This design comes from an exercise in tuning for small area on the open sky130 flow, not from production work.

## lane 1
==> flow/design.v <==
module add16_rca(
    input [15:0] a,
    input [15:0] b,
    input ci,
    output [15:0] s
);
wire [16:0] c;
assign c[0] = ci;
genvar k;
generate for (k = 0; k < 16; k = k + 1) begin : g
    assign s[k] = a[k] ^ b[k] ^ c[k];
    assign c[k+1] = (a[k] & b[k]) | (a[k] & c[k]) | (b[k] & c[k]);
end endgenerate
endmodule
module cordic_pipeline_top(
    input clk,
    input rst_n,
    input en,
    input mode,
    input [15:0] xi,
    input [15:0] yi,
    input [15:0] zi,
    output [15:0] xo,
    output [15:0] yo,
    output [15:0] zo,
    output valid
);
reg [4:0] valid_r;
always @(posedge clk or negedge rst_n)
    if (!rst_n) valid_r <= 5'b0;
    else valid_r <= {valid_r[3:0], en};
assign valid = valid_r[4];
wire d0 = mode ? yi[15] : ~zi[15];
wire [15:0] x1, y1;
add16_rca ux0(.a(xi), .b(yi ^ {16{d0}}), .ci(d0), .s(x1));
add16_rca uy0(.a(yi), .b(xi ^ {16{~d0}}), .ci(~d0), .s(y1));
wire [15:0] z1;
add16_rca uz0(.a(zi), .b(16'h3244 ^ {16{d0}}), .ci(d0), .s(z1));
reg [15:0] xr0, yr0, zr0;
reg mr0;
always @(posedge clk) begin
    xr0 <= x1;
    yr0 <= y1;
    zr0 <= z1;
    mr0 <= mode;
end
wire d1 = mr0 ? yr0[15] : ~zr0[15];
wire [15:0] x2, y2;
add16_rca ux1(.a(xr0), .b({{1{yr0[15]}}, yr0[15:1]} ^ {16{d1}}), .ci(d1), .s(x2));
add16_rca uy1(.a(yr0), .b({{1{xr0[15]}}, xr0[15:1]} ^ {16{~d1}}), .ci(~d1), .s(y2));
wire [15:0] z2;
add16_rca uz1(.a(zr0), .b(16'h1DAC ^ {16{d1}}), .ci(d1), .s(z2));
wire d2 = mr0 ? y2[15] : ~z2[15];
wire [15:0] x3, y3;
add16_rca ux2(.a(x2), .b({{2{y2[15]}}, y2[15:2]} ^ {16{d2}}), .ci(d2), .s(x3));
add16_rca uy2(.a(y2), .b({{2{x2[15]}}, x2[15:2]} ^ {16{~d2}}), .ci(~d2), .s(y3));
wire [15:0] z3;
add16_rca uz2(.a(z2), .b(16'h0FAE ^ {16{d2}}), .ci(d2), .s(z3));
wire d3 = mr0 ? y3[15] : ~z3[15];
wire [15:0] x4, y4;
add16_rca ux3(.a(x3), .b({{3{y3[15]}}, y3[15:3]} ^ {16{d3}}), .ci(d3), .s(x4));
add16_rca uy3(.a(y3), .b({{3{x3[15]}}, x3[15:3]} ^ {16{~d3}}), .ci(~d3), .s(y4));
wire [15:0] z4;
add16_rca uz3(.a(z3), .b(16'h07F5 ^ {16{d3}}), .ci(d3), .s(z4));
reg [15:0] xr1, yr1, zr1;
reg mr1;
always @(posedge clk) begin
    xr1 <= x4;
    yr1 <= y4;
    zr1 <= z4;
    mr1 <= mr0;
end
wire d4 = mr1 ? yr1[15] : ~zr1[15];
wire [15:0] x5, y5;
add16_rca ux4(.a(xr1), .b({{4{yr1[15]}}, yr1[15:4]} ^ {16{d4}}), .ci(d4), .s(x5));
add16_rca uy4(.a(yr1), .b({{4{xr1[15]}}, xr1[15:4]} ^ {16{~d4}}), .ci(~d4), .s(y5));
wire [15:0] z5;
add16_rca uz4(.a(zr1), .b(16'h03FF ^ {16{d4}}), .ci(d4), .s(z5));
wire zin5 = (z5[15:10] == {6{1'b0}}) | (z5[15:10] == {6{1'b1}});   
wire d5 = mr1 ? y5[15] : ~z5[15];
wire [15:0] x6, y6;
add16_rca ux5(.a(x5), .b({{5{y5[15]}}, y5[15:5]} ^ {16{d5}}), .ci(d5), .s(x6));
add16_rca uy5(.a(y5), .b({{5{x5[15]}}, x5[15:5]} ^ {16{~d5}}), .ci(~d5), .s(y6));
wire d6 = mr1 ? y6[15] : (zin5 ? z5[9] : ~z5[15]);
wire [15:0] x7, y7;
add16_rca ux6(.a(x6), .b({{6{y6[15]}}, y6[15:6]} ^ {16{d6}}), .ci(d6), .s(x7));
add16_rca uy6(.a(y6), .b({{6{x6[15]}}, x6[15:6]} ^ {16{~d6}}), .ci(~d6), .s(y7));
wire [15:0] zk2 = 16'd768 - ({14'b0, {d5, d6}} << 9);
wire [15:0] zs2;
add16_rca uzs2(.a(z5), .b(zk2), .ci(1'b0), .s(zs2));
reg [15:0] xr2, yr2, zr2;
reg mr2;
always @(posedge clk) begin
    xr2 <= x7;
    yr2 <= y7;
    zr2 <= zs2;
    mr2 <= mr1;
end
wire zin7 = (zr2[15:8] == {8{1'b0}}) | (zr2[15:8] == {8{1'b1}});   
wire d7 = mr2 ? yr2[15] : ~zr2[15];
wire [15:0] x8, y8;
add16_rca ux7(.a(xr2), .b({{7{yr2[15]}}, yr2[15:7]} ^ {16{d7}}), .ci(d7), .s(x8));
add16_rca uy7(.a(yr2), .b({{7{xr2[15]}}, xr2[15:7]} ^ {16{~d7}}), .ci(~d7), .s(y8));
wire d8 = mr2 ? y8[15] : (zin7 ? zr2[7] : ~zr2[15]);
wire [15:0] x9, y9;
add16_rca ux8(.a(x8), .b({{8{y8[15]}}, y8[15:8]} ^ {16{d8}}), .ci(d8), .s(x9));
add16_rca uy8(.a(y8), .b({{8{x8[15]}}, x8[15:8]} ^ {16{~d8}}), .ci(~d8), .s(y9));
wire d9 = mr2 ? y9[15] : (zin7 ? zr2[6] : ~zr2[15]);
wire [15:0] x10, y10;
add16_rca ux9(.a(x9), .b({{9{y9[15]}}, y9[15:9]} ^ {16{d9}}), .ci(d9), .s(x10));
add16_rca uy9(.a(y9), .b({{9{x9[15]}}, x9[15:9]} ^ {16{~d9}}), .ci(~d9), .s(y10));
wire [15:0] zk3 = 16'd224 - ({13'b0, {d7, d8, d9}} << 6);
wire [15:0] zs3;
add16_rca uzs3(.a(zr2), .b(zk3), .ci(1'b0), .s(zs3));
reg [15:0] xr3, yr3, zr3;
reg mr3;
always @(posedge clk) begin
    xr3 <= x10;
    yr3 <= y10;
    zr3 <= zs3;
    mr3 <= mr2;
end
wire zin10 = (zr3[15:5] == {11{1'b0}}) | (zr3[15:5] == {11{1'b1}});   
wire d10 = mr3 ? yr3[15] : ~zr3[15];
wire [15:0] x11, y11;
add16_rca ux10(.a(xr3), .b({{10{yr3[15]}}, yr3[15:10]} ^ {16{d10}}), .ci(d10), .s(x11));
add16_rca uy10(.a(yr3), .b({{10{xr3[15]}}, xr3[15:10]} ^ {16{~d10}}), .ci(~d10), .s(y11));
wire d11 = mr3 ? y11[15] : (zin10 ? zr3[4] : ~zr3[15]);
wire [15:0] x12, y12;
add16_rca ux11(.a(x11), .b({{11{y11[15]}}, y11[15:11]} ^ {16{d11}}), .ci(d11), .s(x12));
add16_rca uy11(.a(y11), .b({{11{x11[15]}}, x11[15:11]} ^ {16{~d11}}), .ci(~d11), .s(y12));
wire d12 = mr3 ? y12[15] : (zin10 ? zr3[3] : ~zr3[15]);
wire [15:0] x13, y13;
add16_rca ux12(.a(x12), .b({{12{y12[15]}}, y12[15:12]} ^ {16{d12}}), .ci(d12), .s(x13));
add16_rca uy12(.a(y12), .b({{12{x12[15]}}, x12[15:12]} ^ {16{~d12}}), .ci(~d12), .s(y13));
wire [15:0] zk4 = 16'd28 - ({13'b0, {d10, d11, d12}} << 3);
wire [15:0] zs4;
add16_rca uzs4(.a(zr3), .b(zk4), .ci(1'b0), .s(zs4));
reg [15:0] xr4, yr4, zr4;
reg mr4;
always @(posedge clk) begin
    xr4 <= x13;
    yr4 <= y13;
    zr4 <= zs4;
    mr4 <= mr3;
end
wire zin13 = (zr4[15:2] == {14{1'b0}}) | (zr4[15:2] == {14{1'b1}});   
wire d13 = mr4 ? yr4[15] : ~zr4[15];
wire [15:0] x14, y14;
add16_rca ux13(.a(xr4), .b({{13{yr4[15]}}, yr4[15:13]} ^ {16{d13}}), .ci(d13), .s(x14));
add16_rca uy13(.a(yr4), .b({{13{xr4[15]}}, xr4[15:13]} ^ {16{~d13}}), .ci(~d13), .s(y14));
wire d14 = mr4 ? y14[15] : (zin13 ? zr4[1] : ~zr4[15]);
wire [15:0] x15, y15;
add16_rca ux14(.a(x14), .b({{14{y14[15]}}, y14[15:14]} ^ {16{d14}}), .ci(d14), .s(x15));
add16_rca uy14(.a(y14), .b({{14{x14[15]}}, x14[15:14]} ^ {16{~d14}}), .ci(~d14), .s(y15));
wire [15:0] zk5 = 16'd3 - ({14'b0, {d13, d14}} << 1);
wire [15:0] zs5;
add16_rca uzs5(.a(zr4), .b(zk5), .ci(1'b0), .s(zs5));
assign xo = x15;
assign yo = y15;
assign zo = zs5;
endmodule
Settings: LEC_CHECK=0, ABC_AREA=1, CAP_MARGIN=20, CORE_MARGIN=2, CORE_UTILIZATION=55, CTS_BUF_LIST=sky130_fd_sc_hd__clkbuf_8 sky130_fd_sc_hd__clkbuf_16, CTS_CLUSTER_DIAMETER=100, CTS_CLUSTER_SIZE=30, SLEW_MARGIN=20; clock period 8.0 ns.
standard.sh (not shown) runs the stock make flow with config.mk's settings and CLKGATE_MAP_FILE= SYNTH_SCRIPT=/design/flow/synth_recipe.tcl, a recipe that flattens the netlist after the stock synthesis.
==> flow/flow/run.sh <==
#!/bin/bash
# The standard layout (standard.sh) with two changes:
#  - synthesis leaves the adders to ABC (no full/half adder cells extracted first);
#  - the port buffers use the smallest buffer cell.
set -euo pipefail
export ADDER_MAP_FILE=
export BUFFER_PORTS_ARGS="-buffer_cell sky130_fd_sc_hd__buf_1"
bash standard.sh > standard_flow.log 2>&1
#### Input delta (lane 2 over lane 1)
diff --git a/flow/design.v b/flow/design.v
--- a/flow/design.v
+++ b/flow/design.v
@@ -131,31 +131,31 @@
 add16_rca uy11(.a(y11), .b({{11{x11[15]}}, x11[15:11]} ^ {16{~d11}}), .ci(~d11), .s(y12));
 wire d12 = mr3 ? y12[15] : (zin10 ? zr3[3] : ~zr3[15]);
 wire [15:0] x13, y13;
 add16_rca ux12(.a(x12), .b({{12{y12[15]}}, y12[15:12]} ^ {16{d12}}), .ci(d12), .s(x13));
 add16_rca uy12(.a(y12), .b({{12{x12[15]}}, x12[15:12]} ^ {16{~d12}}), .ci(~d12), .s(y13));
-wire [15:0] zk4 = 16'd28 - ({13'b0, {d10, d11, d12}} << 3);
+wire d13 = mr3 ? y13[15] : (zin10 ? zr3[2] : ~zr3[15]);
+wire [15:0] x14, y14;
+add16_rca ux13(.a(x13), .b({{13{y13[15]}}, y13[15:13]} ^ {16{d13}}), .ci(d13), .s(x14));
+add16_rca uy13(.a(y13), .b({{13{x13[15]}}, x13[15:13]} ^ {16{~d13}}), .ci(~d13), .s(y14));
+wire [15:0] zk4 = 16'd30 - ({12'b0, {d10, d11, d12, d13}} << 2);
 wire [15:0] zs4;
 add16_rca uzs4(.a(zr3), .b(zk4), .ci(1'b0), .s(zs4));
 reg [15:0] xr4, yr4, zr4;
 reg mr4;
 always @(posedge clk) begin
-    xr4 <= x13;
-    yr4 <= y13;
+    xr4 <= x14;
+    yr4 <= y14;
     zr4 <= zs4;
     mr4 <= mr3;
 end
-wire zin13 = (zr4[15:2] == {14{1'b0}}) | (zr4[15:2] == {14{1'b1}});   
-wire d13 = mr4 ? yr4[15] : ~zr4[15];
-wire [15:0] x14, y14;
-add16_rca ux13(.a(xr4), .b({{13{yr4[15]}}, yr4[15:13]} ^ {16{d13}}), .ci(d13), .s(x14));
-add16_rca uy13(.a(yr4), .b({{13{xr4[15]}}, xr4[15:13]} ^ {16{~d13}}), .ci(~d13), .s(y14));
-wire d14 = mr4 ? y14[15] : (zin13 ? zr4[1] : ~zr4[15]);
+wire zin14 = (zr4[15:1] == {15{1'b0}}) | (zr4[15:1] == {15{1'b1}});   
+wire d14 = mr4 ? yr4[15] : ~zr4[15];
 wire [15:0] x15, y15;
-add16_rca ux14(.a(x14), .b({{14{y14[15]}}, y14[15:14]} ^ {16{d14}}), .ci(d14), .s(x15));
-add16_rca uy14(.a(y14), .b({{14{x14[15]}}, x14[15:14]} ^ {16{~d14}}), .ci(~d14), .s(y15));
-wire [15:0] zk5 = 16'd3 - ({14'b0, {d13, d14}} << 1);
+add16_rca ux14(.a(xr4), .b({{14{yr4[15]}}, yr4[15:14]} ^ {16{d14}}), .ci(d14), .s(x15));
+add16_rca uy14(.a(yr4), .b({{14{xr4[15]}}, xr4[15:14]} ^ {16{~d14}}), .ci(~d14), .s(y15));
+wire [15:0] zk5 = 16'd1 - ({15'b0, d14} << 1);
 wire [15:0] zs5;
 add16_rca uzs5(.a(zr4), .b(zk5), .ci(1'b0), .s(zs5));
 assign xo = x15;
 assign yo = y15;
 assign zo = zs5;
### Flow results
- Comparing lane 1 and lane 2, the one run not ending clean was lane 2.
- Comparing lane 1 and lane 2, cell count is lower on lane 1.
- Comparing lane 1 and lane 2, the lower overall routed net length is on lane 1.
- Re critical path depth: lane 1 and lane 2 aren't equal, and the higher value belongs to lane 2.
- Lane 1 → lane 2: overall fraction of global-route tracks in use grew by 4.1 points; cell area after synthesis shrank by about 4.4%.
- In terms of number of antenna-violating nets in the routed design, lane 2 and lane 1 differ only marginally.
- Lane 2 against lane 1: count of buffers not belonging to the clock network in the layout increased 838; register-to-register setup slack decreased 1.69 ns.
- Lane 2 vs. lane 1: area inside the core boundary went down by about 4.6%; multiplexer fraction of the synthesized cell area was more or less identical.
Function was not checked in any run of this note: the RTL went through the layout flow alone.

==> what the ideal ports hide <==
Ports are ideal in the flow. The routed layouts listed here were re-timed in OpenROAD. Step 1 (the two cells are an assumption about what drives the block):
set clk [get_ports {clk}]
set_driving_cell -lib_cell sky130_fd_sc_hd__clkbuf_16 $clk
set_driving_cell -lib_cell sky130_fd_sc_hd__buf_2 [delete_from_list [all_inputs] $clk]
Step 2 moves the port delays by t, midway between the first and last clock arrival at a register: inputs arrive t later, outputs are due t later. That takes back most of the time a late clock gives input paths. a / b / c = no drivers / after step 1 / after step 2; a / b = the first two.
| run | t, ns | setup WS [ns] | hold slack, ns | slew at the worst register clock pin (ns) |
|---|---|---|---|---|
| lane 1 | 0.601 | 0.129 / 0.070 / 0.670 | 0.334 / 0.334 / 0.334 | 0.11 / 0.11 |
| lane 2 | 0.587 | -0.995 / -0.995 / -0.995 | 0.337 / 0.337 / 0.337 | 0.11 / 0.11 |
